This design comes from an exercise in tuning for small area on the open sky130 flow, not from production work.
The RTL was checked by simulation tests, not by an equivalence proof against the original design.
No activity file was given, so power comes from the tool's default toggle rates.

==> flow/design.v <==
module sfft_nsadd (
    input  wire       iClk,
    input  wire       iRstN,
    input  wire       iWinClr,   
    input  wire       iEven,     
    input  wire       iAp,       
    input  wire       iBp,       
    output wire       oC
);
    reg       c;        
    reg [5:0] u_low;
    reg       l;
    wire [6:0] u = {~c, u_low};
    wire [2:0] s = {2'd0, l} + {2'd0, iAp} + {2'd0, iBp} + {2'd0, ~c} + {2'd0, ~iEven};
    wire up = s[2];               
    wire dn = ~s[2] & ~s[1];      
    wire [6:0] uc, dc;
    assign uc[0] = up;
    assign dc[0] = dn;
    genvar i;
    generate
        for (i = 1; i < 7; i = i + 1) begin : g_chain
            assign uc[i] = uc[i-1] & u[i-1];
            assign dc[i] = dc[i-1] & ~u[i-1];
        end
    endgenerate
    wire [6:0] un = u ^ (uc | dc);
    always @(posedge iClk or negedge iRstN) begin
        if (~iRstN)
            c <= 1'b0;
        else
            c <= ~iWinClr & ~un[6];
    end
    always @(posedge iClk) begin
        u_low <= iWinClr ? 6'h3F : un[5:0];
        l     <= iWinClr | s[0];
    end
    assign oC = c;
endmodule
module sfft_butterfly (
    input  wire       iClk, iRstN,
    input  wire       iWinClr, iEven,
    input  wire       iLoadedP,     
    input  wire       iClrP,        
    input  wire [8:0] iT,           
    input  wire [8:0] iT170,        
    input  wire [8:0] iT341,        
    input  wire       iReal0, iImg0, iReal1, iImg1,
    input  wire [7:0] iwReal, iwImg,
    output wire       oReal0, oImg0, oReal1, oImg1
);
    function automatic [7:0] sob;
        input [8:0] n;
        integer q;
        reg [7:0] g;
        begin
            g = n[7:0] ^ n[8:1];
            for (q = 0; q < 8; q = q + 1) sob[q] = g[7 - q];
        end
    endfunction
    function automatic gt_top;
        input [7:0] w;
        input [8:0] n;
        begin
            gt_top = w > sob(n);
        end
    endfunction
    function automatic gt_bot;
        input [7:0] w;
        input [8:0] nt;
        input [8:0] t;
        input [8:0] t170;
        input [8:0] t341;
        reg [8:0] nb;
        begin
            nb = t - nt;
            if (w == 8'hFF)        
                gt_bot = ~((nt == t170) | (nt == t341));
            else if (w == 8'h80)   
                gt_bot = ~(nb[0] ^ nb[1]);
            else if (w == 8'h00)
                gt_bot = 1'b0;
            else
                gt_bot = w > sob(nb);
        end
    endfunction
    reg pA_R, pA_I;      
    reg pR0, pI0;        
    reg pReq, pIeq;      
    wire real_eq, img_eq;
    always @(posedge iClk) begin
        pA_R <= iReal1;  pA_I <= iImg1;
        pR0  <= iReal0;  pI0  <= iImg0;
        pReq <= real_eq; pIeq <= img_eq;
    end
    reg [8:0] ntR, ntI;
    always @(posedge iClk) begin
        if (iClrP) begin
            ntR <= 9'd0;
            ntI <= 9'd0;
        end else begin
            ntR <= ntR + {8'd0, ~pA_R};
            ntI <= ntI + {8'd0, ~pA_I};
        end
    end
    wire pRR = pA_R ? (iLoadedP & gt_bot(iwReal, ntR, iT, iT170, iT341)) : ~(iLoadedP & gt_top(iwReal, ntR));
    wire pRI = pA_R ? (iLoadedP & gt_bot(iwImg,  ntR, iT, iT170, iT341)) : ~(iLoadedP & gt_top(iwImg,  ntR));
    wire pIR = pA_I ? (iLoadedP & gt_bot(iwReal, ntI, iT, iT170, iT341)) : ~(iLoadedP & gt_top(iwReal, ntI));
    wire pII = pA_I ? (iLoadedP & gt_bot(iwImg,  ntI, iT, iT170, iT341)) : ~(iLoadedP & gt_top(iwImg,  ntI));
    sfft_nsadd u_realeq (.iClk(iClk), .iRstN(iRstN), .iWinClr(iWinClr), .iEven(iEven), .iAp(pRR), .iBp(~pII), .oC(real_eq));
    sfft_nsadd u_imgeq  (.iClk(iClk), .iRstN(iRstN), .iWinClr(iWinClr), .iEven(iEven), .iAp(pRI), .iBp(pIR),  .oC(img_eq));
    sfft_nsadd u_oReal0 (.iClk(iClk), .iRstN(iRstN), .iWinClr(iWinClr), .iEven(iEven), .iAp(pR0), .iBp(pReq), .oC(oReal0));
    sfft_nsadd u_oImg0  (.iClk(iClk), .iRstN(iRstN), .iWinClr(iWinClr), .iEven(iEven), .iAp(pI0), .iBp(pIeq), .oC(oImg0));
    sfft_nsadd u_oReal1 (.iClk(iClk), .iRstN(iRstN), .iWinClr(iWinClr), .iEven(iEven), .iAp(pR0), .iBp(~pReq), .oC(oReal1));
    sfft_nsadd u_oImg1  (.iClk(iClk), .iRstN(iRstN), .iWinClr(iWinClr), .iEven(iEven), .iAp(pI0), .iBp(~pIeq), .oC(oImg1));
endmodule
module scaler_SFFT #(
    parameter BITWIDTH = 8,
    parameter BINPUT = 2,
    parameter NUMINPUTS = 8,
    parameter LOG2N = $clog2(NUMINPUTS)
) (
    input wire iClk, iRstN, iEn, loadW, iClr,
    input wire [NUMINPUTS-1:0] iReal, iImg,
    output wire [NUMINPUTS*LOG2N-1:0] oB,  
    output wire [NUMINPUTS-1:0] oReal, oImg
);
    reg [BITWIDTH-1:0] twiddle_mem [0:(NUMINPUTS*LOG2N)-1];
    initial begin
        $readmemb("twiddle_factors.mem", twiddle_mem);
    end
    reg [7:0] win;
    always @(posedge iClk or negedge iRstN) begin
        if (~iRstN) win <= 8'd0;
        else        win <= win + 8'd1;
    end
    wire winClr = (win == 8'hFF) | (win == 8'h00);
    wire even = ~win[0];
    reg loaded;
    always @(posedge iClk or negedge iRstN) begin
        if (~iRstN)              loaded <= 1'b0;
        else if (iEn & loadW)    loaded <= 1'b1;
    end
    reg clrP, loadedP;
    always @(posedge iClk or negedge iRstN) begin
        if (~iRstN)
            clrP <= 1'b1;
        else
            clrP <= iClr;
    end
    always @(posedge iClk) begin
        loadedP <= loaded;
    end
    reg [8:0] T;
    always @(posedge iClk) begin
        T <= clrP ? 9'd0 : T + 9'd1;
    end
    reg [8:0] nB;
    always @(posedge iClk or negedge iRstN) begin
        if (~iRstN)
            nB <= 9'd0;
        else
            nB <= iClr ? 9'd0 : nB + {8'd0, iEn};
    end
    wire [8:0] T170 = T - 9'd170;
    wire [8:0] T341 = T - 9'd341;
    wire [7:0] gB = nB[7:0] ^ nB[8:1];
    wire [7:0] xB = {gB[0], gB[1], gB[2], gB[3], gB[4], gB[5], gB[6], gB[7]};
    genvar k;
    generate
        for (k = 0; k < NUMINPUTS*LOG2N; k = k + 1) begin : g_oB
            assign oB[k] = loaded & (twiddle_mem[k] > xB);
        end
    endgenerate
    wire [(NUMINPUTS*LOG2N)-1:0] midReal, midImg;
    genvar b, i, j, stage;
    generate
        for (stage = 0; stage < LOG2N; stage = stage + 1) begin : g_stages
            for (b = 2**(stage+1); b != -1; b = -1) begin : g_groupinputs
                for (i = 0; i < NUMINPUTS; i = i + b) begin : g_totalinputs
                    for (j = 0; j < (b/2); j = j + 1) begin : g_step
                        wire r0, i0, r1, i1;
                        if (stage == 0) begin : g_in
                            assign r0 = iReal[i+j];
                            assign i0 = iImg[i+j];
                            assign r1 = iReal[i+j+b/2];
                            assign i1 = iImg[i+j+b/2];
                        end else begin : g_in
                            assign r0 = midReal[(stage-1)*NUMINPUTS+i+j];
                            assign i0 = midImg[(stage-1)*NUMINPUTS+i+j];
                            assign r1 = midReal[(stage-1)*NUMINPUTS+i+j+b/2];
                            assign i1 = midImg[(stage-1)*NUMINPUTS+i+j+b/2];
                        end
                        sfft_butterfly u_bf (
                            .iClk(iClk), .iRstN(iRstN),
                            .iWinClr(winClr), .iEven(even),
                            .iLoadedP(loadedP), .iClrP(clrP),
                            .iT(T), .iT170(T170), .iT341(T341),
                            .iReal0(r0), .iImg0(i0), .iReal1(r1), .iImg1(i1),
                            .iwReal(twiddle_mem[stage*NUMINPUTS+i+j]),
                            .iwImg(twiddle_mem[stage*NUMINPUTS+i+j+b/2]),
                            .oReal0(midReal[stage*NUMINPUTS+i+j]),
                            .oImg0(midImg[stage*NUMINPUTS+i+j]),
                            .oReal1(midReal[stage*NUMINPUTS+i+j+b/2]),
                            .oImg1(midImg[stage*NUMINPUTS+i+j+b/2])
                        );
                    end
                end
            end
        end
    endgenerate
    assign oReal = midReal[(NUMINPUTS*LOG2N)-1:(NUMINPUTS*LOG2N)-NUMINPUTS];
    assign oImg  = midImg[(NUMINPUTS*LOG2N)-1:(NUMINPUTS*LOG2N)-NUMINPUTS];
endmodule
clock: 7.0 ns
lec_check: 0
cap_margin: 20
core_margin: 2
core_utilization: 60
slew_margin: 20
cts_args: -sink_clustering_enable -repair_clock_nets -dont_use_dummy_load -buf_list {sky130_fd_sc_hd__clkbuf_8 sky130_fd_sc_hd__clkbuf_16} -sink_clustering_size 20 -sink_clustering_max_diameter 100
buffer_ports_args: -buffer_cell sky130_fd_sc_hd__buf_1
standard.sh (not shown) runs the stock make flow with config.mk's settings and CLKGATE_MAP_FILE= SYNTH_SCRIPT=/design/flow/synth_recipe.tcl, a recipe that flattens the netlist after the stock synthesis.
==> flow/flow/run.sh <==
#!/bin/bash
# Standard ORFS synthesis, then an area-oriented re-mapping of the
# combinational logic (flip-flops untouched), then the standard layout
# with a leaner clock tree (settings in flow/extra.mk).
set -euo pipefail
WORK=$(pwd)
FLOWDIR=$WORK/flow
RES=$WORK/orfs/results/${FLOW_PLATFORM}/scaler_SFFT/base

cat $FLOWDIR/extra.mk >> $WORK/config.mk

bash standard.sh synth > $WORK/std_synth.log 2>&1

cp $RES/1_2_yosys.v $WORK/1_2_yosys.std.v
DU=""
for c in $(sed -n '/DONT_USE_CELLS/,/^#/p' $FLOW_HOME/platforms/${FLOW_PLATFORM}/config.mk | grep -o 'sky130_fd_sc_hd__[a-z0-9_]*'); do
  DU="$DU -dont_use $c"
done
export REMAP_LIB=$FLOW_HOME/platforms/${FLOW_PLATFORM}/lib/sky130_fd_sc_hd__tt_025C_1v80.lib
export REMAP_IN=$WORK/1_2_yosys.std.v
export REMAP_OUT=$WORK/1_2_yosys.remap.v
export REMAP_SCRIPT=$FLOWDIR/area.abc
export REMAP_DONT_USE="$DU"
yosys -c $FLOWDIR/remap.tcl > $WORK/remap.log 2>&1
cp $REMAP_OUT $RES/1_2_yosys.v
touch $RES/1_2_yosys.v

bash standard.sh > $WORK/layout.log 2>&1
==> flow/flow/area.abc <==
strash
ifraig
dch -f
amap
topo
==> flow/flow/extra.mk <==
export CTS_ARGS = -sink_clustering_enable -repair_clock_nets -dont_use_dummy_load -buf_list {sky130_fd_sc_hd__clkbuf_8 sky130_fd_sc_hd__clkbuf_16} -sink_clustering_size 20 -sink_clustering_max_diameter 100
export BUFFER_PORTS_ARGS = -buffer_cell sky130_fd_sc_hd__buf_1
==> flow/flow/remap.tcl <==
# Re-map the combinational logic of the standard synthesis for area.
# The flip-flop cells are kept as they are (same instances, names and types).
yosys read_liberty -ignore_miss_func $::env(REMAP_LIB)
yosys blackbox sky130_fd_sc_hd__df*
yosys read_verilog $::env(REMAP_IN)
yosys hierarchy -top $::env(FLOW_TOP)
yosys flatten
yosys opt_clean
yosys stat
yosys abc -script $::env(REMAP_SCRIPT) -liberty $::env(REMAP_LIB) {*}$::env(REMAP_DONT_USE)
yosys opt_clean -purge
yosys hilomap -singleton -hicell sky130_fd_sc_hd__conb_1 HI -locell sky130_fd_sc_hd__conb_1 LO
yosys insbuf -buf sky130_fd_sc_hd__buf_4 A X
yosys opt_clean -purge
yosys stat -liberty $::env(REMAP_LIB)
yosys write_verilog -noattr -noexpr -nohex -nodec -selected $::env(REMAP_OUT)
Next try:
==> flow/flow/extra.mk (replaced) <==
export CTS_ARGS = -sink_clustering_enable -repair_clock_nets -dont_use_dummy_load -buf_list {sky130_fd_sc_hd__clkbuf_8} -sink_clustering_size 16 -sink_clustering_max_diameter 100
export BUFFER_PORTS_ARGS = -buffer_cell sky130_fd_sc_hd__buf_1
--- a/flow/config.mk
+++ b/flow/config.mk
@@ -12 +12 @@
-export CTS_ARGS = -sink_clustering_enable -repair_clock_nets -dont_use_dummy_load -buf_list {sky130_fd_sc_hd__clkbuf_8 sky130_fd_sc_hd__clkbuf_16} -sink_clustering_size 20 -sink_clustering_max_diameter 100
+export CTS_ARGS = -sink_clustering_enable -repair_clock_nets -dont_use_dummy_load -buf_list {sky130_fd_sc_hd__clkbuf_8} -sink_clustering_size 16 -sink_clustering_max_diameter 100
Synthesized cell count stays the same. Routed wire length hardly moves. Flip-flop and latch count stays the same. Final cell count stays flat. Critical path depth does not change. Power went down by 2.8%. Worst hold slack improves by 0.0074 ns. Setup slack is better by 0.0035 ns. Synthesized area stays the same.

## what the ideal ports hide
The results above use ideal ports. As a check the final layouts listed here were re-extracted and re-timed, cells and wires unchanged.
Step 1 (the two cells are an assumption about what drives the block):
set clk [get_ports {iClk}]
set_driving_cell -lib_cell sky130_fd_sc_hd__clkbuf_16 $clk
set_driving_cell -lib_cell sky130_fd_sc_hd__buf_2 [delete_from_list [all_inputs] $clk]
Step 2 moves the port delays by t, midway between the first and last clock arrival at a register: inputs arrive t later, outputs are due t later. That takes back most of the time a late clock gives input paths.
Three values: ideal ports, drivers, drivers and shift; two values: the first two.
run | t, ns | slack for setup (ns) | clock arrival spread, ns | pins driven straight from the clock port
the first run | 0.670 | 0.935 / 0.935 / 0.935 | 0.067 / 0.067 | 1
the second run | 0.758 | 0.939 / 0.939 / 0.939 | 0.065 / 0.065 | 1
After both steps setup and hold are still met in every run listed.
